Source: an optimization exercise on an open RTL-to-GDS flow (aim: small area and a short achievable clock period). Production flows keep margins and buffers that such runs may drop. In this exercise RTL edits were held to simulation tests only and were not proved equivalent to the original. Power and IR drop assume default switching activity.

`flow/flow/remap.ys`:
```
# Re-map the combinational logic of the standard synthesis outside the cells
# listed in @KEEP@ (the fan-in cone of the HI/LO registers, which holds the
# timing-critical divider). Flip-flops, adder cells and tie cells are kept as
# they are, with their names.
read_liberty -ignore_miss_func @LIB@
read_verilog @NET@
hierarchy -top @TOP@
setattr -mod -set keep_hierarchy 1 sky130_fd_sc_hd__df* sky130_fd_sc_hd__edf* sky130_fd_sc_hd__fa_* sky130_fd_sc_hd__ha_* sky130_fd_sc_hd__conb_*
select -read @KEEP@
setattr -set keep_hierarchy 1
select -clear
flatten
opt_clean -purge
stat -liberty @LIB@
abc -liberty @LIB@ -script @ABC@ -dont_use sky130_fd_sc_hd__probe_p_8 -dont_use sky130_fd_sc_hd__probec_p_8 -dont_use sky130_fd_sc_hd__lpflow_*
opt_clean -purge
hilomap -singleton -hicell sky130_fd_sc_hd__conb_1 HI -locell sky130_fd_sc_hd__conb_1 LO
splitnets
opt_clean -purge
insbuf -buf sky130_fd_sc_hd__buf_4 A X
opt_clean
stat -liberty @LIB@
select @TOP@
write_verilog -noattr -nohex -nodec -selected @OUT@
```
`flow/standard.sh`:
```
#!/bin/bash
# synth_recipe.tcl (not shown) runs the flow's synth.tcl, then flattens the netlist and writes it again
# the make line also repeats each setting of config.mk as NAME=value (left out here)
make -C /OpenROAD-flow-scripts/flow DESIGN_CONFIG=/design/flow/config.mk WORK_HOME=/design/flow/orfs CLKGATE_MAP_FILE= SYNTH_SCRIPT=/design/flow/synth_recipe.tcl "${@:-finish}"
```
`flow/flow/cone.py`:
```
#!/usr/bin/env python3
"""cone.py NETLIST REGEX OUT: instances in the combinational fan-in cone of the D-like
inputs of flops whose instance name matches REGEX (stopping at flops and ports)."""
import re, sys
net = open(sys.argv[1]).read()
OUTPINS = {'X', 'Y', 'Q', 'Q_N', 'SUM', 'COUT', 'HI', 'LO'}
inst = {}      # name -> (type, {pin: net})
for m in re.finditer(r'^\s*(sky130_fd_sc_hd__\w+)\s+(\S+)\s*\((.*?)\);', net, re.S | re.M):
    typ, name, body = m.group(1), m.group(2), m.group(3)
    pins = dict(re.findall(r'\.(\w+)\(([^()]*?)\)\s*,?', body))
    inst[name] = (typ, {k: v.strip() for k, v in pins.items()})
driver = {}
for name, (typ, pins) in inst.items():
    for p, n in pins.items():
        if p in OUTPINS: driver[n] = name
isff = lambda t: re.match(r'sky130_fd_sc_hd__(df|edf|sdf|dl)', t) is not None
rx = re.compile(sys.argv[2])
start = [n for n, (t, _) in inst.items() if isff(t) and rx.search(n)]
seen = set(); stack = []
for s in start:
    for p, n in inst[s][1].items():
        if p not in OUTPINS and p != 'CLK': stack.append(n)
while stack:
    n = stack.pop()
    d = driver.get(n)
    if d is None or d in seen: continue
    t, pins = inst[d]
    if isff(t): continue
    seen.add(d)
    for p, nn in pins.items():
        if p not in OUTPINS: stack.append(nn)
with open(sys.argv[3], 'w') as f:
    for s in sorted(seen): f.write('cpu/' + s + '\n')
print(len(start), 'flops,', len(seen), 'cells in cone of', len(inst))
```
`flow/flow/run.sh`:
```
#!/bin/bash
# Layout flow: the standard layout (standard.sh: unchanged synthesis,
# floorplan, power grid, placement, CTS and routing), plus:
#  - after the standard synthesis, the combinational logic outside the fan-in
#    cone of the HI/LO registers (the timing-critical divider) is re-mapped by
#    ABC for area (remap.ys, remap.abc). Flip-flops keep their cells and names.
#    If that step fails, the standard netlist is used as it is.
#  - the port buffers that placement inserts on every input and output are
#    plain buffers (buf_2);
#  - the resizer's setup margin asks repair_timing to keep working on paths
#    until they would meet a shorter period (the SDC and clock are unchanged).
# Each tool writes its output to a log of its own in this folder (and ORFS to
# its logs in orfs/logs).
set -euo pipefail
MARGIN=58.5
{
  echo 'export BUFFER_PORTS_ARGS = -buffer_cell sky130_fd_sc_hd__buf_2'
  echo "export SETUP_SLACK_MARGIN = ${MARGIN}"
} >> config.mk
bash standard.sh synth > standard_synth.log 2>&1

RES=orfs/results/${FLOW_PLATFORM}/cpu/base
LIB=${FLOW_HOME}/platforms/${FLOW_PLATFORM}/lib/sky130_fd_sc_hd__tt_025C_1v80.lib
remap() {
  : > remap_keep.txt
  sed -e "s#@LIB@#$LIB#g; s#@NET@#$RES/1_2_yosys.v#; s#@TOP@#${FLOW_TOP}#g; s#@KEEP@#remap_keep.txt#g; s#@ABC@#flow/remap.abc#; s#@OUT@#remap_out.v#" \
    flow/remap.ys > remap_run.ys || return 1
  yosys -l remap_yosys.log -s remap_run.ys > /dev/null 2>&1 || return 1
  [ -s remap_out.v ] && grep -q "^module ${FLOW_TOP}(" remap_out.v || return 1
  # the same flip-flops, by name and cell, as the standard netlist
  grep -oE "sky130_fd_sc_hd__e?df[a-z0-9_]* [^ ]+" "$RES/1_2_yosys.v" | sort > remap_ff_std.txt
  grep -oE "sky130_fd_sc_hd__e?df[a-z0-9_]* [^ ]+" remap_out.v | sort > remap_ff_new.txt
  cmp -s remap_ff_std.txt remap_ff_new.txt || return 1
  cp "$RES/1_2_yosys.v" standard_1_2_yosys.v
  cp remap_out.v "$RES/1_2_yosys.v"
  rm -f "$RES/1_synth.odb" "$RES/1_synth.sdc"
}
if remap; then echo "remap: used" > remap_status.txt; else echo "remap: not used" > remap_status.txt; fi
bash standard.sh > standard_layout.log 2>&1
```
`flow/design.v`:
```
module Banco_reg(
    input  wire        Clk,
    input  wire        Reset,
    input  wire        RegWrite,
    input  wire [4:0]  ReadRegNext,    
    input  wire [4:0]  WriteReg,
    input  wire [31:0] WriteData,
    output wire [31:0] ReadData
);
    wire [1023:0] q;
    reg  [31:0]   valid;
    reg  [31:0]   sel;
    wire [31:0]   wsel = RegWrite ? (32'd1 << WriteReg) : 32'd0;
    wire [31:0]   valid_nx = valid | wsel;
    genvar i;
    generate
        for (i = 0; i < 32; i = i + 1) begin : g_r
            reg [31:0] r;
            always @(posedge Clk)
                if (wsel[i]) r <= WriteData;
            assign q[32*i +: 32] = r;
        end
    endgenerate
    always @(posedge Clk or posedge Reset) begin
        if (Reset) valid <= 32'd0;
        else valid <= valid_nx;
    end
    always @(posedge Clk) sel <= (32'd1 << ReadRegNext) & valid_nx;
    reg [31:0] acc;
    integer j;
    always @(*) begin
        acc = 32'd0;
        for (j = 0; j < 32; j = j + 1) acc = acc | ({32{sel[j]}} & q[32*j +: 32]);
    end
    assign ReadData = acc;
endmodule
module UC(
    input  wire clk,
    input  wire reset_q,
    input  wire [5:0] Opcode,
    input  wire [5:0] Funct,
    input  wire bzero,
    input  wire overflow,
    output wire st_decode2,
    output wire nx_decode2,
    output reg  c_a_ld,
    output reg  c_a_clr,
    output reg  c_b_clr,
    output reg  c_pcw,
    output reg  [2:0] c_pcs,
    output reg  c_irw,
    output reg  c_sa,
    output reg  [2:0] c_sb,
    output reg  [1:0] c_op,
    output reg  c_aow,
    output reg  c_epcw,
    output reg  [1:0] c_bop,
    output reg  c_br,
    output wire [2:0] n_iord,
    output wire [1:0] n_ea,
    output wire [2:0] n_m2r,
    output wire [1:0] n_rdst,
    output wire n_rw,
    output wire n_mw
);
    reg  [3:0] step;
    reg  [1:0] exc;       
    reg  [3:0] step_nx;
    reg  [1:0] exc_nx;
    wire k0 = (Opcode == 6'h00 && Funct == 6'h20);
    wire k1 = (Opcode == 6'h00 && Funct == 6'h24);
    wire k2 = (Opcode == 6'h00 && Funct == 6'h1a);
    wire k3 = (Opcode == 6'h00 && Funct == 6'h18) | (Opcode == 6'h00 && Funct == 6'h0d);
    wire k4 = (Opcode == 6'h00 && Funct == 6'h08);
    wire k5 = (Opcode == 6'h00 && Funct == 6'h10);
    wire k6 = (Opcode == 6'h00 && Funct == 6'h12);
    wire k7 = (Opcode == 6'h00 && Funct == 6'h00) | (Opcode == 6'h00 && Funct == 6'h03) | (Opcode == 6'h00 && Funct == 6'h02);
    wire k8 = (Opcode == 6'h00 && Funct == 6'h04) | (Opcode == 6'h00 && Funct == 6'h07);
    wire k9 = (Opcode == 6'h00 && Funct == 6'h2a);
    wire k10 = (Opcode == 6'h00 && Funct == 6'h22);
    wire k11 = (Opcode == 6'h00 && Funct == 6'h13);
    wire k12 = (Opcode == 6'h00 && Funct == 6'h05);
    wire k13 = (Opcode == 6'h08);
    wire k14 = (Opcode == 6'h09);
    wire k15 = (Opcode == 6'h04);
    wire k16 = (Opcode == 6'h05);
    wire k17 = (Opcode == 6'h06);
    wire k18 = (Opcode == 6'h07);
    wire k19 = (Opcode == 6'h01);
    wire k20 = (Opcode == 6'h0a);
    wire k21 = (Opcode == 6'h0f);
    wire k22 = (Opcode == 6'h28) | (Opcode == 6'h29) | (Opcode == 6'h2b);
    wire k23 = (Opcode == 6'h20) | (Opcode == 6'h21) | (Opcode == 6'h23);
    wire k24 = (Opcode == 6'h02);
    wire k25 = (Opcode == 6'h03);
    wire dec_none = ~((Opcode == 6'h00 && Funct == 6'h20) | (Opcode == 6'h00 && Funct == 6'h24) | (Opcode == 6'h00 && Funct == 6'h1a) | (Opcode == 6'h00 && Funct == 6'h18) | (Opcode == 6'h00 && Funct == 6'h08) | (Opcode == 6'h00 && Funct == 6'h10) | (Opcode == 6'h00 && Funct == 6'h12) | (Opcode == 6'h00 && Funct == 6'h00) | (Opcode == 6'h00 && Funct == 6'h04) | (Opcode == 6'h00 && Funct == 6'h2a) | (Opcode == 6'h00 && Funct == 6'h03) | (Opcode == 6'h00 && Funct == 6'h07) | (Opcode == 6'h00 && Funct == 6'h02) | (Opcode == 6'h00 && Funct == 6'h22) | (Opcode == 6'h00 && Funct == 6'h0d) | (Opcode == 6'h00 && Funct == 6'h13) | (Opcode == 6'h00 && Funct == 6'h05) | (Opcode == 6'h08) | (Opcode == 6'h09) | (Opcode == 6'h04) | (Opcode == 6'h05) | (Opcode == 6'h06) | (Opcode == 6'h07) | (Opcode == 6'h01) | (Opcode == 6'h0a) | (Opcode == 6'h0f) | (Opcode == 6'h28) | (Opcode == 6'h29) | (Opcode == 6'h2b) | (Opcode == 6'h20) | (Opcode == 6'h21) | (Opcode == 6'h23) | (Opcode == 6'h02) | (Opcode == 6'h03));
    wire s_FETCH = (step == 4'd0 && exc == 2'd0);
    wire s_FETCH_2 = (step == 4'd1 && exc == 2'd0);
    wire s_FETCH_3 = (step == 4'd2 && exc == 2'd0);
    wire s_DECODE = (step == 4'd3 && exc == 2'd0);
    wire s_DECODE_2 = (step == 4'd4 && exc == 2'd0);
    wire s_ADD = (k0 && step == 4'd5 && exc == 2'd0);
    wire s_SUB = (k10 && step == 4'd5 && exc == 2'd0);
    wire s_AND = (k1 && step == 4'd5 && exc == 2'd0);
    wire s_ALU_TO_REG = (k0 && step == 4'd6 && exc == 2'd0) | (k1 && step == 4'd6 && exc == 2'd0) | (k10 && step == 4'd6 && exc == 2'd0);
    wire s_MULT_1 = (k3 && step == 4'd5 && exc == 2'd0);
    wire s_MULT_2 = (k3 && step == 4'd6 && exc == 2'd0);
    wire s_DIV_1 = (k2 && step == 4'd5 && exc == 2'd0);
    wire s_DIV_2 = (k2 && step == 4'd6 && exc == 2'd0);
    wire s_MFHI = (k5 && step == 4'd5 && exc == 2'd0);
    wire s_MFLO = (k6 && step == 4'd5 && exc == 2'd0);
    wire s_SHIFT_SHAMT = (k7 && step == 4'd5 && exc == 2'd0);
    wire s_SLL = (k7 && step == 4'd6 && exc == 2'd0) | (k8 && step == 4'd5 && exc == 2'd0);
    wire s_STORE_SHIFT = (k7 && step == 4'd7 && exc == 2'd0) | (k8 && step == 4'd6 && exc == 2'd0);
    wire s_JR = (k4 && step == 4'd5 && exc == 2'd0);
    wire s_SLT_1 = (k9 && step == 4'd5 && exc == 2'd0);
    wire s_SLT_2 = (k9 && step == 4'd6 && exc == 2'd0);
    wire s_RTE = (k11 && step == 4'd5 && exc == 2'd0);
    wire s_ADDM_1 = (k12 && step == 4'd5 && exc == 2'd0);
    wire s_ADDM_WAIT_1 = (k12 && step == 4'd6 && exc == 2'd0);
    wire s_ADDM_WAIT_2 = (k12 && step == 4'd7 && exc == 2'd0);
    wire s_ADDM_2 = (k12 && step == 4'd8 && exc == 2'd0);
    wire s_ADDM_3 = (k12 && step == 4'd9 && exc == 2'd0);
    wire s_ADDM_WAIT_3 = (k12 && step == 4'd10 && exc == 2'd0);
    wire s_ADDM_WAIT_4 = (k12 && step == 4'd11 && exc == 2'd0);
    wire s_ADDM_4 = (k12 && step == 4'd12 && exc == 2'd0);
    wire s_ADDM_5 = (k12 && step == 4'd13 && exc == 2'd0);
    wire s_ADDM_6 = (k12 && step == 4'd14 && exc == 2'd0);
    wire s_ADDI_ADDIU = (k13 && step == 4'd5 && exc == 2'd0) | (k14 && step == 4'd5 && exc == 2'd0);
    wire s_ADDI = (k13 && step == 4'd6 && exc == 2'd0);
    wire s_ADDIU = (k14 && step == 4'd6 && exc == 2'd0);
    wire s_BEQ_BNE_BGT_BLE = (k15 && step == 4'd5 && exc == 2'd0) | (k16 && step == 4'd5 && exc == 2'd0) | (k17 && step == 4'd5 && exc == 2'd0) | (k18 && step == 4'd5 && exc == 2'd0);
    wire s_BEQ = (k15 && step == 4'd6 && exc == 2'd0);
    wire s_BNE = (k16 && step == 4'd6 && exc == 2'd0);
    wire s_BGT = (k18 && step == 4'd6 && exc == 2'd0);
    wire s_BLE = (k17 && step == 4'd6 && exc == 2'd0);
    wire s_LB_LH_LW = (k23 && step == 4'd5 && exc == 2'd0);
    wire s_LW = (k23 && step == 4'd6 && exc == 2'd0);
    wire s_SB_SH_SW = (k22 && step == 4'd5 && exc == 2'd0);
    wire s_SW = (k22 && step == 4'd6 && exc == 2'd0);
    wire s_LUI = (k21 && step == 4'd5 && exc == 2'd0);
    wire s_LUI_WAIT = (k21 && step == 4'd6 && exc == 2'd0);
    wire s_LUI_2 = (k21 && step == 4'd8 && exc == 2'd0);
    wire s_LUI_3 = (k21 && step == 4'd9 && exc == 2'd0);
    wire s_SLTI_1 = (k20 && step == 4'd5 && exc == 2'd0);
    wire s_SLTI_2 = (k20 && step == 4'd6 && exc == 2'd0);
    wire s_SLLM_1 = (k19 && step == 4'd5 && exc == 2'd0);
    wire s_SLLM_2 = (k19 && step == 4'd6 && exc == 2'd0);
    wire s_SLLM_3 = (k19 && step == 4'd7 && exc == 2'd0);
    wire s_J = (k24 && step == 4'd5 && exc == 2'd0) | (k25 && step == 4'd7 && exc == 2'd0);
    wire s_JAL_1 = (k25 && step == 4'd5 && exc == 2'd0);
    wire s_JAL_2 = (k25 && step == 4'd6 && exc == 2'd0);
    wire s_LOCK_WRITE = (k0 && step == 4'd7 && exc == 2'd0) | (k0 && step == 4'd10 && exc == 2'd1) | (k1 && step == 4'd7 && exc == 2'd0) | (k2 && step == 4'd7 && exc == 2'd0) | (k2 && step == 4'd11 && exc == 2'd2) | (k3 && step == 4'd7 && exc == 2'd0) | (k4 && step == 4'd6 && exc == 2'd0) | (k5 && step == 4'd6 && exc == 2'd0) | (k6 && step == 4'd6 && exc == 2'd0) | (k7 && step == 4'd8 && exc == 2'd0) | (k8 && step == 4'd7 && exc == 2'd0) | (k9 && step == 4'd7 && exc == 2'd0) | (k10 && step == 4'd7 && exc == 2'd0) | (k10 && step == 4'd10 && exc == 2'd1) | (k11 && step == 4'd6 && exc == 2'd0) | (k12 && step == 4'd15 && exc == 2'd0) | (k13 && step == 4'd7 && exc == 2'd0) | (k13 && step == 4'd11 && exc == 2'd1) | (k14 && step == 4'd7 && exc == 2'd0) | (k15 && step == 4'd7 && exc == 2'd0) | (k16 && step == 4'd7 && exc == 2'd0) | (k17 && step == 4'd7 && exc == 2'd0) | (k18 && step == 4'd7 && exc == 2'd0) | (k19 && step == 4'd8 && exc == 2'd0) | (k20 && step == 4'd7 && exc == 2'd0) | (k21 && step == 4'd10 && exc == 2'd0) | (k22 && step == 4'd7 && exc == 2'd0) | (k23 && step == 4'd7 && exc == 2'd0) | (k24 && step == 4'd6 && exc == 2'd0) | (k25 && step == 4'd8 && exc == 2'd0);
    wire s_OVERFLOW = (k0 && step == 4'd6 && exc == 2'd1) | (k10 && step == 4'd6 && exc == 2'd1) | (k13 && step == 4'd7 && exc == 2'd1);
    wire s_OVERFLOW_WAIT1 = (k0 && step == 4'd7 && exc == 2'd1) | (k10 && step == 4'd7 && exc == 2'd1) | (k13 && step == 4'd8 && exc == 2'd1);
    wire s_OVERFLOW_WAIT2 = (k0 && step == 4'd8 && exc == 2'd1) | (k10 && step == 4'd8 && exc == 2'd1) | (k13 && step == 4'd9 && exc == 2'd1);
    wire s_DIV_BY_ZERO = (k2 && step == 4'd7 && exc == 2'd2);
    wire s_DIV_BY_0_WAIT1 = (k2 && step == 4'd8 && exc == 2'd2);
    wire s_DIV_BY_0_WAIT2 = (k2 && step == 4'd9 && exc == 2'd2);
    wire s_LOAD_EXP_TO_PC_1 = (k0 && step == 4'd9 && exc == 2'd1) | (k2 && step == 4'd10 && exc == 2'd2) | (k10 && step == 4'd9 && exc == 2'd1) | (k13 && step == 4'd10 && exc == 2'd1);
    wire s_LUI_WAIT_B = (k21 && step == 4'd7 && exc == 2'd0);
    assign n_iord[0] = s_LW | s_SW | s_OVERFLOW | s_OVERFLOW_WAIT1 | s_OVERFLOW_WAIT2 | s_DIV_BY_ZERO | s_DIV_BY_0_WAIT1 | s_DIV_BY_0_WAIT2;
    assign n_iord[1] = s_ADDM_3 | s_ADDM_WAIT_3 | s_ADDM_WAIT_4 | s_OVERFLOW | s_OVERFLOW_WAIT1 | s_OVERFLOW_WAIT2 | s_DIV_BY_ZERO | s_DIV_BY_0_WAIT1 | s_DIV_BY_0_WAIT2;
    assign n_iord[2] = s_ADDM_1 | s_ADDM_WAIT_1 | s_ADDM_WAIT_2;
    assign n_ea[0] = s_DIV_BY_ZERO | s_DIV_BY_0_WAIT1 | s_DIV_BY_0_WAIT2;
    assign n_ea[1] = s_OVERFLOW | s_OVERFLOW_WAIT1 | s_OVERFLOW_WAIT2 | s_DIV_BY_ZERO | s_DIV_BY_0_WAIT1 | s_DIV_BY_0_WAIT2;
    assign n_m2r[0] = s_ALU_TO_REG | s_MFLO | s_ADDM_6 | s_ADDI | s_ADDIU | s_LUI_3 | s_JAL_2;
    assign n_m2r[1] = s_ALU_TO_REG | s_SLT_2 | s_ADDM_6 | s_ADDI | s_ADDIU | s_SLTI_2 | s_JAL_2;
    assign n_m2r[2] = s_MFHI | s_MFLO;
    assign n_rdst[0] = s_ALU_TO_REG | s_MFHI | s_MFLO | s_STORE_SHIFT | s_SLT_2 | s_ADDM_6 | s_JAL_2;
    assign n_rdst[1] = s_JAL_2;
    assign n_rw = s_ALU_TO_REG | s_MFHI | s_MFLO | s_STORE_SHIFT | s_SLT_2 | s_ADDM_6 | s_ADDI | s_ADDIU | s_LW | s_LUI_3 | s_SLTI_2 | s_SLLM_3 | s_JAL_2;
    assign n_mw = s_ADDM_WAIT_2 | s_ADDM_3 | s_ADDM_WAIT_3 | s_ADDM_WAIT_4 | s_LW | s_SW | s_SLLM_2 | s_OVERFLOW | s_OVERFLOW_WAIT1 | s_OVERFLOW_WAIT2 | s_DIV_BY_ZERO | s_DIV_BY_0_WAIT1 | s_DIV_BY_0_WAIT2;
    always @(*) begin
        step_nx = step + 4'd1;
        exc_nx = exc;
        if (s_LOCK_WRITE) begin
            step_nx = 4'd0;
            exc_nx = 2'd0;
        end
        if (s_DECODE_2 && dec_none) step_nx = 4'd4;    
        if ((s_ADD | s_SUB | s_ADDI) && overflow) exc_nx = 2'd1;
        if ((s_DIV_2) && bzero) exc_nx = 2'd2;
    end
    assign st_decode2 = s_DECODE_2;
    assign nx_decode2 = s_DECODE || (s_DECODE_2 && dec_none);
    always @(posedge clk) begin
        if (reset_q) begin
            step <= 4'd1;        
            exc <= 2'd0;
            c_a_ld <= 1'd0;
            c_a_clr <= 1'd0;
            c_b_clr <= 1'd0;
            c_pcw <= 1'd0;
            c_pcs <= 3'd0;
            c_irw <= 1'd0;
            c_sa <= 1'd0;
            c_sb <= 3'd0;
            c_op <= 2'd0;
            c_aow <= 1'd0;
            c_epcw <= 1'd0;
            c_bop <= 2'd0;
            c_br <= 1'd0;
        end else begin
            step <= step_nx;
            exc <= exc_nx;
            c_a_ld <= s_DECODE | s_DECODE_2;
            c_a_clr <= s_ADDM_2 | s_LOAD_EXP_TO_PC_1;
            c_b_clr <= s_ADDM_4;
            c_pcw <= s_FETCH_3 | s_JR | s_RTE | s_SLLM_2 | s_J;
            c_pcs[0] <= s_BEQ | s_BNE | s_BGT | s_BLE | s_SLLM_2;
            c_pcs[1] <= s_J;
            c_pcs[2] <= s_RTE;
            c_irw <= s_FETCH_3;
            c_sa <= s_ADD | s_SUB | s_AND | s_JR | s_ADDI_ADDIU | s_SLLM_1;
            c_sb[0] <= s_FETCH_3 | s_ADDI_ADDIU;
            c_sb[1] <= s_DECODE | s_JR | s_ADDM_6 | s_ADDI_ADDIU | s_LW | s_SW | s_SLLM_1 | s_JAL_2;
            c_sb[2] <= s_BEQ_BNE_BGT_BLE;
            c_op[0] <= s_FETCH_3 | s_DECODE | s_ADD | s_AND | s_JR | s_ADDM_6 | s_ADDI_ADDIU | s_BEQ_BNE_BGT_BLE | s_LW | s_SW | s_SLLM_1 | s_JAL_2;
            c_op[1] <= s_SUB | s_AND | s_OVERFLOW | s_OVERFLOW_WAIT1 | s_OVERFLOW_WAIT2 | s_DIV_BY_ZERO | s_DIV_BY_0_WAIT1 | s_DIV_BY_0_WAIT2;
            c_aow <= s_DECODE | s_ADD | s_SUB | s_AND | s_ADDM_6 | s_ADDI_ADDIU | s_BEQ_BNE_BGT_BLE | s_LW | s_SW | s_SLLM_1 | s_JAL_2;
            c_epcw <= s_OVERFLOW | s_OVERFLOW_WAIT1 | s_OVERFLOW_WAIT2 | s_DIV_BY_ZERO | s_DIV_BY_0_WAIT1 | s_DIV_BY_0_WAIT2;
            c_bop[0] <= s_BNE | s_BLE;
            c_bop[1] <= s_BGT | s_BLE;
            c_br <= s_BEQ | s_BNE | s_BGT | s_BLE;
        end
    end
endmodule
module div(
    input  wire [31:0] r,
    input  wire [31:0] n,
    input  wire [31:0] d,
    output wire [31:0] r_out,
    output wire [31:0] n_out
);
    wire [31:0] rr [0:4];
    wire [31:0] nn [0:4];
    assign rr[0] = r;
    assign nn[0] = n;
    genvar k;
    generate
        for (k = 0; k < 4; k = k + 1) begin : g_s
            wire [32:0] t  = {rr[k], nn[k][31]};
            wire [32:0] df;
            wire        ge;
            sub33 u_sub(.a(t), .b({1'b0, d}), .s(df), .nb(ge));
            assign rr[k+1] = ge ? df[31:0] : t[31:0];
            assign nn[k+1] = {nn[k][30:0], ge};
        end
    endgenerate
    assign r_out = rr[4];
    assign n_out = nn[4];
endmodule
module div0(
    input  wire [31:0] n,
    input  wire [31:0] d,
    output wire [3:0]  r_out,
    output wire [31:0] n_out
);
    wire [3:0] rr [0:4];
    assign rr[0] = 4'd0;
    genvar k;
    generate
        for (k = 0; k < 4; k = k + 1) begin : g_s
            wire [k:0]   t;
            if (k == 0) begin : g_t0
                assign t = n[31];
            end else begin : g_t
                assign t = {rr[k][k-1:0], n[31-k]};
            end
            wire         hz = ~|d[31:k+1];
            wire [k+1:0] df = {1'b0, t} - {1'b0, d[k:0]};
            wire         ge = hz & ~df[k+1];
            assign rr[k+1] = ge ? df[k:0] : t;
            assign n_out[3-k] = ge;
        end
    endgenerate
    assign r_out = rr[4];
    assign n_out[31:4] = n[27:0];
endmodule
module sub33(
    input  wire [32:0] a,
    input  wire [32:0] b,
    output wire [32:0] s,
    output wire        nb
);
    wire [32:0] bb = ~b;
    wire [32:0] p0 = a ^ bb;
    wire [32:0] g0 = a & bb;
    reg  [32:0] g, p;
    integer i, l;
    always @(*) begin
        g = g0; p = p0;
        g[0] = g0[0] | p0[0];           
        for (l = 1; l < 33; l = l * 2)
            for (i = 2*l - 1; i < 33; i = i + 2*l) begin
                g[i] = g[i] | (p[i] & g[i-l]);
                p[i] = p[i] & p[i-l];
            end
        for (l = 16; l >= 1; l = l / 2)
            for (i = 3*l - 1; i < 33; i = i + 2*l) begin
                g[i] = g[i] | (p[i] & g[i-l]);
                p[i] = p[i] & p[i-l];
            end
    end
    assign s[0] = ~p0[0];
    genvar k;
    generate
        for (k = 1; k < 33; k = k + 1) begin : g_s
            assign s[k] = p0[k] ^ g[k-1];
        end
    endgenerate
    assign nb = g[32];
endmodule
module mult(
    input  wire [31:0] a,       
    input  wire [4:0]  b5,      
    input  wire [31:0] hin,     
    input  wire [31:0] lin,     
    output wire [31:0] hout,
    output wire [31:0] lout
);
    wire        amin = (a == 32'h80000000);
    wire [32:0] pp [0:1];
    wire [1:0]  neg, ext;
    genvar j;
    generate
        for (j = 0; j < 2; j = j + 1) begin : g_pp
            wire [2:0]  t    = b5[2*j +: 3];
            wire        zero = (t == 3'b000) || (t == 3'b111);
            wire        two  = (t == 3'b011) || (t == 3'b100);
            assign neg[j]    = t[2] && !(t[1] && t[0]);
            wire [32:0] mag  = two ? {a, 1'b0} : {a[31], a};
            assign pp[j]     = zero ? 33'd0 : (mag ^ {33{neg[j]}});
            assign ext[j]    = pp[j][32] | (two & neg[j] & amin);
        end
    endgenerate
    wire [35:0] x0 = {{4{hin[31]}}, hin};
    wire [35:0] x1 = {{3{ext[0]}}, pp[0]};
    wire [35:0] x2 = {ext[1], pp[1], 2'b00};
    wire [35:0] s, c;
    assign s[1:0] = x0[1:0];
    assign c[1:0] = x1[1:0];
    assign c[2]   = neg[1];
    genvar i;
    generate
        for (i = 2; i < 36; i = i + 1) begin : g_csa
            assign s[i] = x0[i] ^ x1[i] ^ x2[i];
            if (i < 35) begin : g_c
                assign c[i+1] = (x0[i] & x1[i]) | (x0[i] & x2[i]) | (x1[i] & x2[i]);
            end
        end
    endgenerate
    wire [35:0] p0 = s ^ c;
    wire [35:0] g0 = s & c;
    reg  [35:0] g, p;
    integer k, l;
    always @(*) begin
        g = g0; p = p0;
        g[0] = g0[0] | (p0[0] & neg[0]);
        for (l = 1; l < 36; l = l * 2)
            for (k = 2*l - 1; k < 36; k = k + 2*l) begin
                g[k] = g[k] | (p[k] & g[k-l]);
                p[k] = p[k] & p[k-l];
            end
        for (l = 16; l >= 1; l = l / 2)
            for (k = 3*l - 1; k < 36; k = k + 2*l) begin
                g[k] = g[k] | (p[k] & g[k-l]);
                p[k] = p[k] & p[k-l];
            end
    end
    wire [35:0] x = p0 ^ {g[34:0], neg[0]};
    assign hout = x[35:4];
    assign lout = {x[3:0], lin[31:4]};
endmodule
module ula32(
    input  wire [1:0]  op,
    input  wire [31:0] A,
    input  wire [31:0] B,
    output wire [31:0] S,
    output wire [31:0] soma,
    output wire        Overflow,
    output wire        Igual,
    output wire        Maior,
    output wire        Menor
);
    wire [31:0] nb  = (op == 2'd1) ? B : ~B;
    wire        cin = (op == 2'd2);
    wire [31:0] p0  = A ^ nb;
    wire [31:0] g0  = A & nb;
    reg  [31:0] g, p;
    integer i, l;
    always @(*) begin
        g = g0; p = p0;
        g[0] = g0[0] | (p0[0] & cin);
        for (l = 1; l < 32; l = l * 2)
            for (i = 2*l - 1; i < 32; i = i + 2*l) begin
                g[i] = g[i] | (p[i] & g[i-l]);
                p[i] = p[i] & p[i-l];
            end
        for (l = 8; l >= 1; l = l / 2)
            for (i = 3*l - 1; i < 32; i = i + 2*l) begin
                g[i] = g[i] | (p[i] & g[i-l]);
                p[i] = p[i] & p[i-l];
            end
    end
    assign soma = p0 ^ {g[30:0], cin};
    assign Overflow = g[31] ^ g[30];
    assign S = (op == 2'd3) ? (A & B) : soma;
    assign Igual = (soma == 32'd0) & ~Overflow;
    assign Maior = ((~soma[31] & ~Overflow) | (Overflow & ~A[31])) & ~Igual;
    assign Menor = (soma[31] & ~Overflow) | (Overflow & A[31]);
endmodule
module cpu(
    input  wire        clk,
    input  wire        reset,
    output wire [31:0] mem_addr,
    output wire        mem_wr,
    output wire [31:0] mem_wdata,
    input  wire [31:0] mem_rdata,
    output wire        reg_we,
    output wire [4:0]  reg_waddr,
    output wire [31:0] reg_wdata
);
    reg [31:0] PC;                          
    reg [31:0] EPC, HI, LO;                 
    reg        epc_v, hilo_v;
    reg        reset_q;                     
    reg [31:0] IR, A, B, ALUOut;            
    wire [5:0]  op_f  = IR[31:26];
    wire [4:0]  rs    = IR[25:21];
    wire [4:0]  rt    = IR[20:16];
    wire [15:0] imm   = IR[15:0];
    wire c_a_ld, c_a_clr, c_b_clr, c_pcw, c_irw, c_sa, c_aow, c_epcw, c_br;
    wire [2:0] c_pcs, c_sb;
    wire [1:0] c_op, c_bop;
    wire [2:0] n_iord, n_m2r;
    wire [1:0] n_ea, n_rdst;
    wire n_rw, n_mw;
    wire st_decode2, nx_decode2;
    wire overflow;
    UC UC_(
        .clk(clk), .reset_q(reset_q), .Opcode(op_f), .Funct(IR[5:0]),
        .bzero(B == 32'd0), .overflow(overflow), .st_decode2(st_decode2), .nx_decode2(nx_decode2),
        .c_a_ld(c_a_ld), .c_a_clr(c_a_clr), .c_b_clr(c_b_clr),
        .c_pcw(c_pcw), .c_pcs(c_pcs), .c_irw(c_irw),
        .c_sa(c_sa), .c_sb(c_sb), .c_op(c_op), .c_aow(c_aow), .c_epcw(c_epcw), .c_bop(c_bop), .c_br(c_br),
        .n_iord(n_iord), .n_ea(n_ea), .n_m2r(n_m2r), .n_rdst(n_rdst), .n_rw(n_rw), .n_mw(n_mw)
    );
    reg  [4:0]  waddr_nx;            
    reg  [31:0] wdata_nx;            
    wire [31:0] rd;
    wire [31:0] ir_nx = c_irw ? mem_rdata : IR;
    Banco_reg BANCO_REG_(
        .Clk(clk), .Reset(reset), .RegWrite(n_rw),
        .ReadRegNext(nx_decode2 ? ir_nx[20:16] : ir_nx[25:21]),
        .WriteReg(waddr_nx), .WriteData(wdata_nx), .ReadData(rd)
    );
    wire [31:0] ain = c_sa ? A : PC;
    reg  [31:0] bin;
    always @(*) begin
        case (c_sb)
            3'd0: bin = B;
            3'd1: bin = 32'd4;
            3'd2: bin = 32'd0;
            3'd3: bin = {{16{imm[15]}}, imm};
            default: bin = {14'd0, imm, 2'b00};       
        endcase
    end
    wire [31:0] alu_res, soma;
    wire igual, maior, menor;
    ula32 ULA_(
        .op(c_op), .A(ain), .B(bin), .S(alu_res), .soma(soma),
        .Overflow(overflow), .Igual(igual), .Maior(maior), .Menor(menor)
    );
    reg br_taken;
    always @(*) begin
        case (c_bop)
            2'b00: br_taken = igual;
            2'b01: br_taken = ~igual;
            2'b10: br_taken = maior;
            default: br_taken = menor | igual;
        endcase
    end
    wire pc_we = c_pcw | (c_br & br_taken);
    reg [31:0] pc_in;
    always @(*) begin
        case (c_pcs)
            3'd0: pc_in = alu_res;
            3'd2: pc_in = {PC[31:28], rt, rs, imm, 2'b00};
            3'd3: pc_in = 32'b00000100110001001011010010110100;
            3'd4, 3'd6: pc_in = epc_v ? EPC : 32'd0;
            default: pc_in = ALUOut;
        endcase
    end
    wire md_go = st_decode2 && (op_f == 6'd0) &&
                 ((IR[5:0] == 6'h18) || (IR[5:0] == 6'h1a));
    reg  [2:0] md_step;         
    reg        md_on;
    reg        md_div;
    always @(posedge clk) begin
        if (reset_q) begin
            md_on <= 1'b0;
        end else if (md_go) begin
            md_on <= 1'b1;
        end else if (md_step == 3'd7) begin
            md_on <= 1'b0;
        end
    end
    always @(posedge clk) begin
        md_step <= md_go ? 3'd0 : md_step + 3'd1;
        if (md_go) md_div <= IR[1];
    end
    wire md_first = (md_step == 3'd0);
    reg         bm1;
    wire [31:0] m_a  = md_first ? rd : A;
    wire [4:0]  m_b5 = md_first ? {B[3:0], 1'b0} : {LO[3:0], bm1};
    wire [31:0] m_h  = md_first ? 32'd0 : HI;
    wire [31:0] m_l  = md_first ? B : LO;
    always @(posedge clk) bm1 <= m_b5[4];
    wire [31:0] m_hi, m_lo;
    mult MULT_(.a(m_a), .b5(m_b5), .hin(m_h), .lin(m_l), .hout(m_hi), .lout(m_lo));
    wire [3:0]  d0_r;
    wire [31:0] d0_n, d1_r, d1_n;
    div0 DIV0_(.n(rd), .d(B), .r_out(d0_r), .n_out(d0_n));
    div  DIV_ (.r(LO), .n(HI), .d(B), .r_out(d1_r), .n_out(d1_n));
    always @(posedge clk or posedge reset) begin
        if (reset) hilo_v <= 1'b0;
        else if (md_on) hilo_v <= 1'b1;
    end
    always @(posedge clk) begin
        if (md_on) begin
            if (md_div) begin
                HI <= md_first ? d0_n : d1_n;
                LO <= md_first ? {28'd0, d0_r} : d1_r;
            end else begin
                HI <= m_hi; LO <= m_lo;
            end
        end
    end
    wire [31:0] pc_nx  = pc_we ? pc_in : PC;
    wire [31:0] alu_nx = c_aow ? alu_res : ALUOut;
    wire        a_rf   = c_a_ld && !st_decode2;      
    wire        b_rf   = c_a_ld && st_decode2;       
    wire [31:0] a_nx   = a_rf ? rd : c_a_clr ? 32'd0 : A;
    wire [31:0] b_nx   = b_rf ? rd : c_b_clr ? 32'd0 : B;
    always @(posedge clk or posedge reset) begin
        if (reset) begin
            PC <= 32'd0; epc_v <= 1'b0;
        end else begin
            PC <= pc_nx;
            if (c_epcw) epc_v <= 1'b1;
        end
    end
    always @(posedge clk) begin
        reset_q <= reset;
        if (c_epcw) EPC <= alu_res;
    end
    always @(posedge clk) begin
        IR <= ir_nx;
        A <= a_nx;
        B <= b_nx;
        ALUOut <= alu_nx;
    end
    always @(*) begin
        case (n_rdst)
            2'd0: waddr_nx = rt;
            2'd1: waddr_nx = IR[15:11];
            2'd2: waddr_nx = 5'd29;
            default: waddr_nx = 5'd31;
        endcase
        case (n_m2r)
            3'd1: wdata_nx = {imm, 16'b0};
            3'd2: wdata_nx = {32{menor}};
            3'd3: wdata_nx = alu_nx;
            3'd4: wdata_nx = hilo_v ? HI : 32'd0;
            3'd5: wdata_nx = hilo_v ? LO : 32'd0;
            default: wdata_nx = 32'd0;
        endcase
    end
    reg [31:0] addr, wdata_o, wdata_b;
    reg [4:0]  waddr_o;
    reg        we_o, mw_o;
    always @(posedge clk) begin
        case (n_iord)
            3'd0: addr <= pc_nx;
            3'd1: addr <= alu_nx;
            3'd2: addr <= b_nx;
            3'd3: addr <= {24'd0, 6'b111111, n_ea};
            default: addr <= a_nx;
        endcase
        waddr_o <= waddr_nx;
        wdata_o <= wdata_nx;
        we_o    <= n_rw;
        mw_o    <= n_mw;
        wdata_b <= n_mw ? b_nx : 32'd0;
    end
    assign mem_addr  = addr;
    assign mem_wr    = mw_o;
    assign mem_wdata = wdata_b;
    assign reg_we    = we_o;
    assign reg_waddr = waddr_o;
    assign reg_wdata = wdata_o;
endmodule
```
`flow/flow/remap.abc`:
```
&get -n
&st
&syn2
&dch -f
&nf
&st
&syn2
&dch -f
&nf
&st
&dch -f
&nf
&put
topo
stime -c
buffer -c
upsize -c
dnsize -c
```
`flow/config.mk`:
```
export PLATFORM = sky130hd
export DESIGN_NAME = cpu
export DESIGN_NICKNAME = cpu
export VERILOG_FILES = /design/flow/design.v
export SDC_FILE = /design/flow/constraint.sdc
export NUM_CORES = 8
export LEC_CHECK = 0
export CAP_MARGIN = 35
export CORE_MARGIN = 2
export CORE_UTILIZATION = 40
export CTS_CLUSTER_DIAMETER = 100
export CTS_CLUSTER_SIZE = 25
export SLEW_MARGIN = 35
export BUFFER_PORTS_ARGS = -buffer_cell sky130_fd_sc_hd__buf_2
export SETUP_SLACK_MARGIN = 58.5
```
`flow/constraint.sdc`:
```
create_clock -name core_clock -period 76.0 [get_ports {clk}]
set_input_delay 15.2000 -clock core_clock [delete_from_list [all_inputs] [get_ports {clk}]]
set_output_delay 15.2000 -clock core_clock [all_outputs]
set_load 0.01 [all_outputs]
```
==> results of run 1 <==
-- cells in the final DEF (no fill, tap or decap), drive strengths merged, types with 11 or more instances in the layout --
| cell | count |
|---|---|
| mux2i | 159 |
| nand3 | 111 |
| o21bai | 14 |
| xor2 | 63 |
| nor3b | 28 |
| nand2 | 413 |
| a21oi | 311 |
| dfxtp | 272 |
| and3 | 22 |
| xnor2 | 68 |
| a21boi | 11 |
| edfxtp | 1143 |
| nor2b | 23 |
| a21o | 55 |
| nand2b | 27 |
| a221oi | 54 |
| a222oi | 227 |
| o21a | 23 |
| a31oi | 36 |
| and2 | 59 |
| fa | 136 |
| ha | 203 |
| inv | 293 |
| nor2 | 358 |
| nor3 | 54 |
| or2 | 29 |
| o22ai | 25 |
| buf | 349 |
| a211oi | 25 |
| o211ai | 57 |
| a221o | 14 |
| mux2 | 59 |
| nand4 | 69 |
| o21ai | 198 |
| a22oi | 156 |
| dfrtp | 66 |
| nor4 | 25 |
| and4 | 14 |
| a22o | 53 |
| clkbuf | 119 |
-- layer usage --
layer	routed length [µm]	up-vias	global-route usage (%)
met3	34400	664	7.69
met1	98300	24900	40.6
met5	36	-	0
met4	14200	6	13.9
li1	-	20500	-
met2	115000	3581	46.0
-- layout make-up --
type / instances / area, µm²
Antenna cell: 5 / 12.5
Clock buffer: 118 / 2010
Clock inverter: 15 / 219
Fill cell: 15200 / 92600
Inverter: 282 / 1060
Multi-Input combinational cell: 3272 / 24400
Sequential cell: 1481 / 41500
Tap cell: 2204 / 2760
Timing Repair Buffer: 350 / 2350
-- registers in the layout, summed over array words and instances (netlist names), 4 cells and up --
register          flops
BANCO_REG_.sel       32
ALUOut               32
wdata_o              32
PC                   32
B                    32
addr                 32
LO                   32
EPC                  32
A                    32
IR                   32
waddr_o               5
UC_.step              4
BANCO_REG_.g_r.r   1024
HI                   32
wdata_b              32
BANCO_REG_.valid     32
-- worst paths after layout --
| check | start | end | slack [ns] | cells past startpoint |
|---|---|---|---|---|
| worst max-delay path | wdata_b[22] | mem_wdata[22] | 59.54 | 1 |
| worst min-delay path | md_step[0] | md_step[0] | 0.45 | 1 |
| worst max register to register | B[2] | LO[19] | 59.62 | 69 |
| worst min register to register | md_step[0] | md_step[0] | 0.45 | 1 |
| max in group asynchronous | reset | BANCO_REG_.valid[6] | 60.32 | 3 |
| min in group asynchronous | reset | PC[30] | 14.50 | 2 |
-- report_power, final --
part	internal [mW]	leakage (nW)	switching, mW	total [mW]
Sequential	0.943	12.6	0.0405	0.983
Clock	0.190	1.07	0.276	0.466
Combinational	0.573	13.1	0.916	1.49
-- through the flow --
step	power, mW	instance area [µm²]	hold slack, ns	cells
2_1_floorplan	2.03	67100	0.416	5184
3_3_place_gp	2.43	71800	0.427	7577
3_5_place_dp	2.45	72000	0.433	7582
4_1_cts	2.91	74200	0.455	7715
5_1_grt	3.13	74300	0.466	7723
6_report	2.94	74300	0.451	7727
-- what timing repair did --
item / CTS / global route
setup endpoints to repair: 0 / 33
gates resized for setup: 0 / 7
setup buffers: 0 / 3
==> results.cfg, run 1 <==
[sta]
period_share_pct = 21.7
period_needed_ns = 16.46
max_freq_ghz = 0.0608
setup-violations-final = 0
fin_ws_ns = 59.54
maxSlewViolCount = 0
finalHoldViolCount = 0
finalSetupTns_ns = 0
fin_worst_skew_ns = 0.0386
rsz0062_at_grt = true
slew_headroom_pct = 27.1
tightestPinTransition_ns = 1.09

[floorplan]
die_area_um2 = 171000
rows = 150
die_w_um = 413
core-area_um2 = 167000
initial_core_util_pct = 40.2
die_h_um = 413
io_pins = 137

[detailed_routing]
antenna_left = 0
drc = 0
vias = 49700
drt_iter0_markers = 8316
drt_pass1_iterations = 9
wl_per_cell_um = 34.0
via_per_inst = 6.43
drt-total-wl_um = 263000

[cts]
tritoncts = built
cts_root_buffer = clkbuf_16
postCtsHoldBufs = 0
clkTransAtPathRegs_ns = 0.10
numCtsBuffers = 73
clkSinkCount = 1481
cts.htree.levels = 3
insertion_delay_ns = 0.74
clockBufferDepth = 3

[synth]
yosys_warnings = 8
synth_nets = 5557
syn_area_um2 = 67100
syn_inst = 5184
avgSynthCellArea_um2 = 12.9

[layout]
drive_above_1_share_pct = 11.9
fin_util_pct = 44.5
syn_to_final_growth_pct = 10.8
final_nets = 5833

[min_path]
hp-class = flip-flop to flip-flop

[placement]
dp_hpwl_um = 165000
io_buffers = 136
dp_slack_ns = 59.10
routabilityCongestion = 0.982

[worst_setup_path]
worstPathArrival_ns = 1.26
slowest_delay_ns = 0.38
required_ns = 60.80
critPathTopFamily = flip-flops
slowest_stage = dfxtp_1
crit_chain = buf_2
crit_fanout = 1
cp-start-kind = flip-flop
endpoint_kind = output pin
cp_num_buf_inv = 1
critPathKind = flip-flop to output pin

[power_and_ir_drop]
ir_worst_vdd_uv = 45.6
powerDensity_nw_per_um2 = 39.5
leakage_nw = 26.7

[grt]
overflow = 0
first_global_vias = 46800
grtUsageTotal_pct = 30.2
grt_max_degree = 66
antenna_found_initial = 15
grt_pass1_wl_um = 365000

[outcome]
status = complete, no violations

[run]
drv_cap = 0
==> inputs of run 2 (changes only) <==
--- a/flow/flow/run.sh
+++ b/flow/flow/run.sh
@@ -13,5 +13,5 @@
 # its logs in orfs/logs).
 set -euo pipefail
-MARGIN=58.5
+MARGIN=59.5
 {
   echo 'export BUFFER_PORTS_ARGS = -buffer_cell sky130_fd_sc_hd__buf_2'
--- a/flow/config.mk
+++ b/flow/config.mk
@@ -6,4 +6,5 @@
 export NUM_CORES = 8
 export LEC_CHECK = 0
+export ABC_AREA = 1
 export CAP_MARGIN = 35
 export CORE_MARGIN = 2
@@ -13,3 +14,3 @@
 export SLEW_MARGIN = 35
 export BUFFER_PORTS_ARGS = -buffer_cell sky130_fd_sc_hd__buf_2
-export SETUP_SLACK_MARGIN = 58.5
+export SETUP_SLACK_MARGIN = 59.5
==> run 2 against run 1 <==
Compared with the run above:
- worst hold slack worse by 0.0022 ns
- clock skew rose by 0.0062 ns
- wire length increased by 1.7%
- combinational power hardly changed
- critical endpoint is now mem_addr[17]
==> results.cfg, run 2 <==
[placement]
io_buffers = 136
dp_slack_ns = 59.01
routabilityCongestion = 0.991
dp_hpwl_um = 169000
postPlaceCellArea_um2 = 72000

[worst_setup_path]
cp_num_buf_inv = 1
worstPathArrival_ns = 1.23
critPathKind = flip-flop to output pin
critPathTopFamily = flip-flops
slowest_stage = dfxtp_1
cp-start-kind = flip-flop
required_ns = 60.80
timing.rr.start = B[2]
endpoint_kind = output pin
crit_chain = buf_2
crit_fanout = 1
slowest_delay_ns = 0.35
startpoint = addr[17]

[synth]
syn_area_um2 = 67200
synth_nets = 5591
syn_inst = 5218
avgSynthCellArea_um2 = 12.9
yosys_warnings = 8

[min_path]
hp-start = md_step[0]
hp-class = flip-flop to flip-flop

[sta]
slew_headroom_pct = 29.8
max_freq_ghz = 0.0609
hold_slack_ns = 0.449
fin_worst_skew_ns = 0.0448
finalSetupTns_ns = 0
finalHoldViolCount = 0
tightestPinTransition_ns = 1.05
period_share_pct = 21.6
fin_ws_ns = 59.57
maxSlewViolCount = 0
period_needed_ns = 16.43
rsz0062_at_grt = false
setup-violations-final = 0

[floorplan]
initial_core_util_pct = 40.3
die_area_um2 = 171000
rows = 150
io_pins = 137
core-area_um2 = 167000
die_h_um = 414
die_w_um = 414

[cts]
cts.htree.levels = 3
tritoncts = built
numCtsBuffers = 76
clkTransAtPathRegs_ns = 0.09
clockBufferDepth = 3
insertion_delay_ns = 0.76
clkSinkCount = 1481
cts_root_buffer = clkbuf_16

[detailed_routing]
drc = 0
vias = 49800
antenna_left = 0
drt_pass1_iterations = 10
drt_iter0_markers = 7873
drt-total-wl_um = 267000
via_per_inst = 6.42
wl_per_cell_um = 34.5

[layout]
final_cell_mix = 1143 x edfxtp_1, 443 x nand2_1, 322 x nor2_1, 293 x a21oi_1, 241 x inv_1
final_nets = 5845
max_flop_register = BANCO_REG_.g_r.r
drive_above_1_share_pct = 13.1
largest_reg_flops = 1024
num-fill-cells = 15200
fin_area_um2 = 74600
syn_to_final_growth_pct = 10.9
final_common_cell = edfxtp_1

[power_and_ir_drop]
p_total_mw = 2.93
ir_worst_vdd_uv = 57.2
internal-power_mw = 1.70
leakage_nw = 26.6
p_sw_share_pct = 42.1
p_comb_share_pct = 50.2
seqPwrFrac_pct = 33.1
p_sw_mw = 1.24
pwr-share-clk_pct = 16.7
powerDensity_nw_per_um2 = 39.3

[grt]
first_global_vias = 47200
antenna_found_initial = 14
grt_pass1_wl_um = 370000
grtUsageTotal_pct = 30.3
grt_max_degree = 78
overflow = 0

[outcome]
status = complete, no violations

[run]
drv_cap = 0
[run 2: final cells by class]
| class | count | area [µm²] | area share [%] |
|---|---|---|---|
| flip-flops and latches | 1481 | 41500 | 55.6 |
| multi-input cells | 3335 | 24700 | 33.1 |
| well taps | 2204 | 2760 | 3.70 |
| repair buffers | 333 | 2200 | 2.95 |
| clock buffers | 119 | 2090 | 2.81 |
| inverters | 245 | 927 | 1.24 |
| clock inverters | 22 | 395 | 0.530 |
| diodes | 8 | 20.0 | 0.0268 |
[run 2: routing by layer]
metal / vias up / share of wire [%] / track usage [%]
met3: 702 / 11 / 5.19
met2: 3412 / 46 / 48.7
met5: - / 0.013 / 0
met1: 25100 / 37 / 39.2
li1: 20600 / - / -
met4: 6 / 6.8 / 16.6
[run 2: final timing paths]
path	end	slack (ns)	cells after the start
hold / removal	md_step[0]	0.45	1
hold reg to reg	md_step[0]	0.45	1
setup / recovery	mem_addr[17]	59.57	1
max in group asynchronous	BANCO_REG_.valid[4]	60.21	3
setup reg to reg	LO[2]	60.45	65
min in group asynchronous	PC[29]	14.56	2
[run 2: timing repair]
item	CTS	global route
endpoints found under the setup margin	33	33
setup buffers	0	2
resized for setup	3	11
cloned	1	0
pin swaps	0	1
hold buffers	0	0
[run 2: power groups by stage]
stage	logic, mW	registers (mW)	clock network, mW
4_1_cts	1.43	0.968	0.494
3_3_place_gp	1.40	0.985	0
2_1_floorplan	1.02	0.979	0
6_report	1.47	0.969	0.491
3_5_place_dp	1.42	0.986	0
5_1_grt	1.62	0.972	0.521
[run 2: metrics by stage]
stage | util (%) | std cells
6_report | 44.7 | 7747
5_1_grt | 44.6 | 7739
3_3_place_gp | 43.0 | 7588
3_5_place_dp | 43.1 | 7593
2_1_floorplan | - | 5218
4_1_cts | 44.6 | 7735
==> inputs of run 3 (changes only) <==
--- a/flow/config.mk
+++ b/flow/config.mk
@@ -6,5 +6,4 @@
 export NUM_CORES = 8
 export LEC_CHECK = 0
-export ABC_AREA = 1
 export CAP_MARGIN = 35
 export CORE_MARGIN = 2
==> run 3 against run 2 <==
Compared with the run above:
- final area about the same
- sequential power up 1%
- area after synthesis is 0.29% lower
==> results.cfg, run 3 <==
[synth]
yosys_warnings = 8
syn_inst = 5184
syn_area_um2 = 67100
avgSynthCellArea_um2 = 12.9
synth_nets = 5557

[cts]
insertion_delay_ns = 0.78
cts_root_buffer = clkbuf_16
numCtsBuffers = 76
tritoncts = built
clkTransAtPathRegs_ns = 0.10
clkSinkCount = 1481
clockBufferDepth = 3
cts.htree.levels = 3

[worst_setup_path]
required_ns = 60.80
cp_num_buf_inv = 1
critPathKind = flip-flop to output pin
slowest_stage = dfxtp_1
crit_fanout = 1
slowest_delay_ns = 0.32
critPathTopFamily = flip-flops
endpoint_kind = output pin
crit_chain = buf_2
worstPathArrival_ns = 1.25
cp-start-kind = flip-flop

[power_and_ir_drop]
leakage_nw = 26.8
pwr-share-clk_pct = 16.4
internal-power_mw = 1.73
powerDensity_nw_per_um2 = 40.1
p_sw_mw = 1.27
p_total_mw = 2.99
seqPwrFrac_pct = 32.8
ir_worst_vdd_uv = 46.8
p_comb_share_pct = 50.8
p_sw_share_pct = 42.3

[detailed_routing]
wl_per_cell_um = 34.1
antenna_left = 0
vias = 49800
drt_iter0_markers = 8496
drc = 0
drt_pass1_iterations = 9
drt-total-wl_um = 264000
via_per_inst = 6.44

[layout]
final_nets = 5843
syn_to_final_growth_pct = 11.3
fin_util_pct = 44.7
final_common_cell = edfxtp_1
largest_reg_flops = 1024
final_cell_mix = 1143 x edfxtp_1, 411 x nand2_1, 322 x nor2_1, 304 x a21oi_1, 278 x inv_1
max_flop_register = BANCO_REG_.g_r.r
drive_above_1_share_pct = 12.2

[grt]
overflow = 0
first_global_vias = 46700
grt_pass1_wl_um = 367000
grt_max_degree = 65
grtUsageTotal_pct = 30.4
antenna_found_initial = 22

[floorplan]
die_area_um2 = 171000
rows = 150
core-area_um2 = 167000
initial_core_util_pct = 40.2
die_h_um = 413
io_pins = 137
die_w_um = 413

[sta]
period_share_pct = 21.6
maxSlewViolCount = 0
fin_worst_skew_ns = 0.0829
max_freq_ghz = 0.0608
tightestPinTransition_ns = 1.17
rsz0062_at_grt = false
period_needed_ns = 16.45
setup-violations-final = 0
fin_ws_ns = 59.55
finalSetupTns_ns = 0
finalHoldViolCount = 0
slew_headroom_pct = 21.5

[outcome]
status = complete, no violations

[min_path]
hp-class = flip-flop to flip-flop

[placement]
routabilityCongestion = 0.993
io_buffers = 136
dp_slack_ns = 58.30
dp_hpwl_um = 165000

[run]
drv_cap = 0
[run 3: what timing repair did]
action                                 CTS  global route
endpoints found under the hold margin    0             0
pin swaps                                1             4
cloned                                   1             1
setup endpoints to repair               34            33
setup buffers                            0             8
resized for setup                       12            15
hold buffers                             0             0
[run 3: power groups by stage]
stage               Combinational, mW  Clock [mW]  Sequential [mW]
global placement                 1.43           0            0.997
floorplan                        1.04           0            0.991
global route                     1.69       0.518            0.984
finish                           1.52       0.490            0.981
detailed placement               1.46           0            0.998
CTS                              1.47       0.492            0.980
[run 3: stage by stage]
step	hold slack [ns]	std cells	area (µm²)
after global routing	0.464	7732	74600
after global placement	0.425	7580	71800
final	0.453	7735	74600
after CTS	0.453	7722	74400
after detailed placement	0.430	7585	71900
after floorplan	0.416	5184	67100
[run 3: metal layers]
layer	part of all wire, %	up-vias	wire length (µm)	track usage (%)
li1	-	20500	-	-
met1	37	24900	98400	41.0
met2	44	3616	115000	46.3
met3	13	690	34800	7.23
met4	5.7	16	15100	14.1
met5	0.039	-	102	0
[run 3: layout make-up]
type / count / area [µm²]
Antenna cell: 3 / 7.51
Clock buffer: 113 / 2050
Clock inverter: 23 / 390
Fill cell: 15000 / 92200
Inverter: 282 / 1070
Multi-Input combinational cell: 3272 / 24500
Sequential cell: 1481 / 41500
Tap cell: 2204 / 2760
Timing Repair Buffer: 357 / 2370
[run 3: path summary, 6_finish.rpt]
check / slack, ns / end / cells past startpoint / start
setup / recovery: 59.55 / mem_addr[16] / 1 / addr[16]
hold / removal: 0.45 / BANCO_REG_.valid[1] / 2 / BANCO_REG_.valid[1]
setup reg to reg: 60.56 / LO[26] / 70 / B[0]
hold reg to reg: 0.45 / BANCO_REG_.valid[1] / 2 / BANCO_REG_.valid[1]
max in group asynchronous: 60.22 / BANCO_REG_.valid[18] / 3 / reset
min in group asynchronous: 14.61 / PC[26] / 2 / reset
==> inputs of run 4 (changes only) <==
--- a/flow/config.mk
+++ b/flow/config.mk
@@ -10,5 +10,5 @@
 export CORE_UTILIZATION = 40
 export CTS_CLUSTER_DIAMETER = 100
-export CTS_CLUSTER_SIZE = 25
+export CTS_CLUSTER_SIZE = 20
 export SLEW_MARGIN = 35
 export BUFFER_PORTS_ARGS = -buffer_cell sky130_fd_sc_hd__buf_2
==> run 4 against run 3 <==
Compared with the run above:
- maximum frequency about the same
- non-clock buffer count unchanged
- die area did not move
==> results.cfg, run 4 <==
[floorplan]
die_area_um2 = 171000
core-area_um2 = 167000
io_pins = 137
die_h_um = 413
initial_core_util_pct = 40.2
rows = 150
die_w_um = 413

[worst_setup_path]
cp-start-kind = flip-flop
endpoint_kind = output pin
critPathKind = flip-flop to output pin
cp_num_buf_inv = 1
worstPathArrival_ns = 1.26
crit_chain = buf_4
crit_fanout = 1
slowest_stage = dfxtp_1
slowest_delay_ns = 0.32
required_ns = 60.80
critPathTopFamily = flip-flops

[synth]
yosys_warnings = 8
syn_inst = 5184
synth_nets = 5557
syn_area_um2 = 67100
avgSynthCellArea_um2 = 12.9

[cts]
clockBufferDepth = 3
clkTransAtPathRegs_ns = 0.09
tritoncts = built
postCtsHoldBufs = 0
numCtsBuffers = 89
clkSinkCount = 1481
cts_root_buffer = clkbuf_16
cts.htree.levels = 3
insertion_delay_ns = 0.81

[power_and_ir_drop]
leakage_nw = 27.0
powerDensity_nw_per_um2 = 40.5
p_total_mw = 3.04
ir_worst_vdd_uv = 46.8

[sta]
setup-violations-final = 0
tightestPinTransition_ns = 1.08
fin_worst_skew_ns = 0.111
finalHoldViolCount = 0
slew_headroom_pct = 27.5
period_needed_ns = 16.46
fin_ws_ns = 59.54
maxSlewViolCount = 0
period_share_pct = 21.7
rsz0062_at_grt = false
finalSetupTns_ns = 0
max_freq_ghz = 0.0607

[layout]
syn_to_final_growth_pct = 11.9
max_flop_register = BANCO_REG_.g_r.r
drive_above_1_share_pct = 12.3
multi_input_area_um2 = 24500
fin_area_um2 = 75100
final_nets = 5856
num-fill-cells = 15000
largest_reg_flops = 1024
fin_util_pct = 45.0
final_common_cell = edfxtp_1
seq_area_um2 = 41500
final_cell_mix = 1143 x edfxtp_1, 411 x nand2_1, 322 x nor2_1, 304 x a21oi_1, 278 x inv_1

[placement]
dp_slack_ns = 58.30
routabilityCongestion = 0.993
dp_hpwl_um = 165000
postPlaceCellArea_um2 = 71900
io_buffers = 136

[min_path]
hp-class = flip-flop to flip-flop

[run]
drv_cap = 0

[detailed_routing]
drc = 0
via_per_inst = 6.44
vias = 50100
antenna_left = 0
wl_per_cell_um = 34.0
drt-total-wl_um = 264000
drt_iter0_markers = 8231
drt_pass1_iterations = 9

[grt]
grtUsageTotal_pct = 30.4
first_global_vias = 46800
grt_max_degree = 65
antenna_found_initial = 20
grt_pass1_wl_um = 368000
overflow = 0

[outcome]
status = complete, no violations
[run 4: layout make-up]
cell class / instances / area share, %
Inverter: 282 / 1.42
Antenna cell: 9 / 0.0300
Tap cell: 2204 / 3.67
Sequential cell: 1481 / 55.3
Timing Repair Buffer: 357 / 3.18
Clock inverter: 20 / 0.527
Clock buffer: 145 / 3.25
Multi-Input combinational cell: 3272 / 32.7
[run 4: final timing paths]
path / from / end / slack (ns) / depth (start not counted)
max: addr[20] / mem_addr[20] / 59.54 / 1
min: BANCO_REG_.valid[1] / BANCO_REG_.valid[1] / 0.45 / 2
max reg2reg: B[0] / LO[4] / 60.48 / 70
min reg2reg: BANCO_REG_.valid[1] / BANCO_REG_.valid[1] / 0.45 / 2
max in group asynchronous: reset / BANCO_REG_.valid[14] / 60.21 / 3
min in group asynchronous: reset / PC[23] / 14.58 / 2
[run 4: repair_timing]
item                       4_1_cts  5_1_grt
pin swaps                        1        4
setup endpoints to repair       38       34
cloned                           1        1
setup buffers                    0        8
gates resized for setup         18       16
hold endpoints to repair         0        0
[run 4: where the power goes]
part	total, mW	internal [mW]	switching [mW]	leakage [nW]
logic	1.52	0.585	0.940	13.1
registers	0.981	0.943	0.0387	12.6
clock network	0.532	0.239	0.293	1.34
total	3.04	1.77	1.27	27.0
[run 4: per-stage QoR]
| step | hold slack, ns | cells |
|---|---|---|
| 2_1_floorplan | 0.416 | 5184 |
| 4_1_cts | 0.451 | 7751 |
| 6_report | 0.450 | 7770 |
| 5_1_grt | 0.460 | 7761 |
| 3_3_place_gp | 0.425 | 7580 |
| 3_5_place_dp | 0.430 | 7585 |
[run 4: per-layer routing]
metal	vias to the layer above	global-route usage, %	part of all wire [%]
met5	-	0	0.043
met4	16	14.6	5.5
met3	659	6.86	12
met2	3551	46.2	44
met1	25300	41.3	38
li1	20600	-	-
==> inputs of run 5 (changes only) <==
--- a/flow/config.mk
+++ b/flow/config.mk
@@ -9,6 +9,6 @@
 export CORE_MARGIN = 2
 export CORE_UTILIZATION = 40
-export CTS_CLUSTER_DIAMETER = 100
-export CTS_CLUSTER_SIZE = 20
+export CTS_CLUSTER_DIAMETER = 60
+export CTS_CLUSTER_SIZE = 30
 export SLEW_MARGIN = 35
 export BUFFER_PORTS_ARGS = -buffer_cell sky130_fd_sc_hd__buf_2
==> run 5 against run 4 <==
Compared with the run above:
- sequential cell count is the same
- sequential power barely moved
- global-route usage about the same
- combinational power hardly changed
==> results.cfg, run 5 <==
[detailed_routing]
dr_wl_met2_um = 115000
drt_pass1_iterations = 9
dr_wl_met3_um = 34200
drt-total-wl_um = 264000
drc = 0
wl_met1_um = 99200
via_per_inst = 6.41
vias = 50100
wl_per_cell_um = 33.8
antenna_left = 0
drt_iter0_markers = 8289
highest_layer = met5

[sta]
hold_slack_ns = 0.446
maxSlewViolCount = 0
finalSetupTns_ns = 0
slew_headroom_pct = 23.6
tightestPinTransition_ns = 1.14
fin_worst_skew_ns = 0.0807
max_freq_ghz = 0.0606
period_share_pct = 21.7
finalHoldViolCount = 0
setup-violations-final = 0
rsz0062_at_grt = true
period_needed_ns = 16.49

[grt]
grtUsageTotal_pct = 30.4
grt_max_degree = 65
antenna_found_initial = 19
first_global_vias = 47100
overflow = 0
grt_pass1_wl_um = 368000

[worst_setup_path]
cp-start-kind = flip-flop
required_ns = 60.80
cp_num_buf_inv = 1
crit_fanout = 1
critPathKind = flip-flop to output pin
path_depth = 1
crit_chain = buf_6
r2r_cells = 69
slowest_stage = dfxtp_2
startpoint = addr[18]
critPathTopFamily = flip-flops
slowest_delay_ns = 0.34
worstPathArrival_ns = 1.29
endpoint_kind = output pin
timing.rr.start = B[0]

[layout]
largest_reg_flops = 1024
syn_to_final_growth_pct = 14.3
final_common_cell = edfxtp_1
fin_area_um2 = 76600
drive_above_1_share_pct = 14.4
num-fill-cells = 14900
max_flop_register = BANCO_REG_.g_r.r
final_nets = 5880
final_cell_mix = 1143 x edfxtp_1, 411 x nand2_1, 322 x nor2_1, 304 x a21oi_1, 278 x inv_1

[synth]
syn_inst = 5184
synth_nets = 5557
avgSynthCellArea_um2 = 12.9
yosys_warnings = 8
syn_area_um2 = 67100

[floorplan]
core-area_um2 = 167000
die_h_um = 413
die_area_um2 = 171000
io_pins = 137
rows = 150
initial_core_util_pct = 40.2
die_w_um = 413

[cts]
cts_root_buffer = clkbuf_16
clockBufferDepth = 3
cts.htree.levels = 3
numCtsBuffers = 113
clkSinkCount = 1481
clkTransAtPathRegs_ns = 0.11
insertion_delay_ns = 0.83
tritoncts = built

[power_and_ir_drop]
powerDensity_nw_per_um2 = 41.6
ir_worst_vdd_uv = 46.5
leakage_nw = 27.7
p_total_mw = 3.19

[min_path]
hp-start = BANCO_REG_.valid[24]
min_path_cells = 2
hp-class = flip-flop to flip-flop

[outcome]
status = complete, no violations

[run]
drv_cap = 0

[placement]
routabilityCongestion = 0.993
dp_hpwl_um = 165000
io_buffers = 136
postPlaceCellArea_um2 = 71900
[run 5: final timing paths]
path | end | slack [ns]
worst min register to register | BANCO_REG_.valid[24] | 0.45
max in group asynchronous | BANCO_REG_.valid[12] | 60.23
worst min-delay path | BANCO_REG_.valid[24] | 0.45
worst max register to register | LO[4] | 60.46
worst max-delay path | mem_addr[18] | 59.51
min in group asynchronous | PC[29] | 14.57
[run 5: worst reg2reg max path: cells and delay by family, from the launching register on]
kind / cells / cell delay [ns]
AND/OR/NAND/NOR: 6 / 1.20
buffers and inverters: 7 / 1.12
multiplexers: 2 / 0.69
adder cells (fa/ha/maj): 5 / 1.57
flip-flops: 1 / 0.32
AO/OA/AOI/OAI: 49 / 10.34
[run 5: repair_timing]
item                                    CTS  global route
resized for setup                        48            39
buffers inserted                          0             8
endpoints found under the setup margin   68            56
hold buffers                              0             0
pin swaps                                 1             4
gates cloned                              1             1
[run 5: area by class of cell]
class / count / area [µm²] / area share, %
clock inverter: 93 / 1370 / 1.79
inverter: 282 / 1070 / 1.39
antenna: 5 / 12.5 / 0.0163
multi-input combinational: 3272 / 24500 / 32.0
sequential: 1481 / 41500 / 54.2
timing repair buffer: 357 / 2550 / 3.33
clock buffer: 121 / 2880 / 3.75
tap: 2204 / 2760 / 3.60
[run 5: where the power goes]
part,internal [mW],switching (mW),leakage (nW)
clock,0.313,0.361,2.03
sequential,0.943,0.0397,12.6
combinational,0.589,0.940,13.1
total,1.85,1.34,27.7
[run 5: metrics by stage]
stage | util, % | setup WS (ns) | cells
floorplan | - | 59.78 | 5184
global placement | 43.1 | 58.63 | 7580
detailed placement | 43.1 | 58.30 | 7585
CTS | 45.8 | 59.48 | 7800
global route | 45.9 | 59.49 | 7810
finish | 45.9 | 59.51 | 7815
[run 5: metal layers]
layer  global-route usage, %  vias to the layer above
li1                        -                    20700
met1                    41.0                    25100
met2                    46.2                     3548
met3                    7.26                      709
met4                    14.7                       12
met5                       0                        -

-- re-timing with driven ports --
No port has a modelled driver above. Below, the same layouts with a new extraction and two added sets of constraints.
Step 1 sets driving cells, clkbuf_16 on the clock port and buf_2 on the other inputs (assumed; they add their load-dependent delay and slew).
Step 2 also shifts input and output timing later by t, the mid clock arrival at the registers, as if the neighbouring blocks saw the same clock.
Three values: ideal, step 1, step 2; two values: the first two.
run | shift t [ns] | setup WS [ns] | worst data-port slew with drivers (ns)
run 1 | 0.803 | 59.540 / 59.453 / 59.304 | 0.07
run 2 | 0.814 | 59.569 / 59.493 / 59.220 | 0.06
run 3 | 0.810 | 59.550 / 59.476 / 59.346 | 0.06
run 4 | 0.833 | 59.535 / 59.460 / 59.341 | 0.05
run 5 | 0.865 | 59.510 / 59.436 / 59.329 | 0.06
After both steps every run listed still meets setup and hold. For run 2, which loses most, drivers alone change the setup slack by -0.076 ns; drivers and shift together by -0.349 ns.
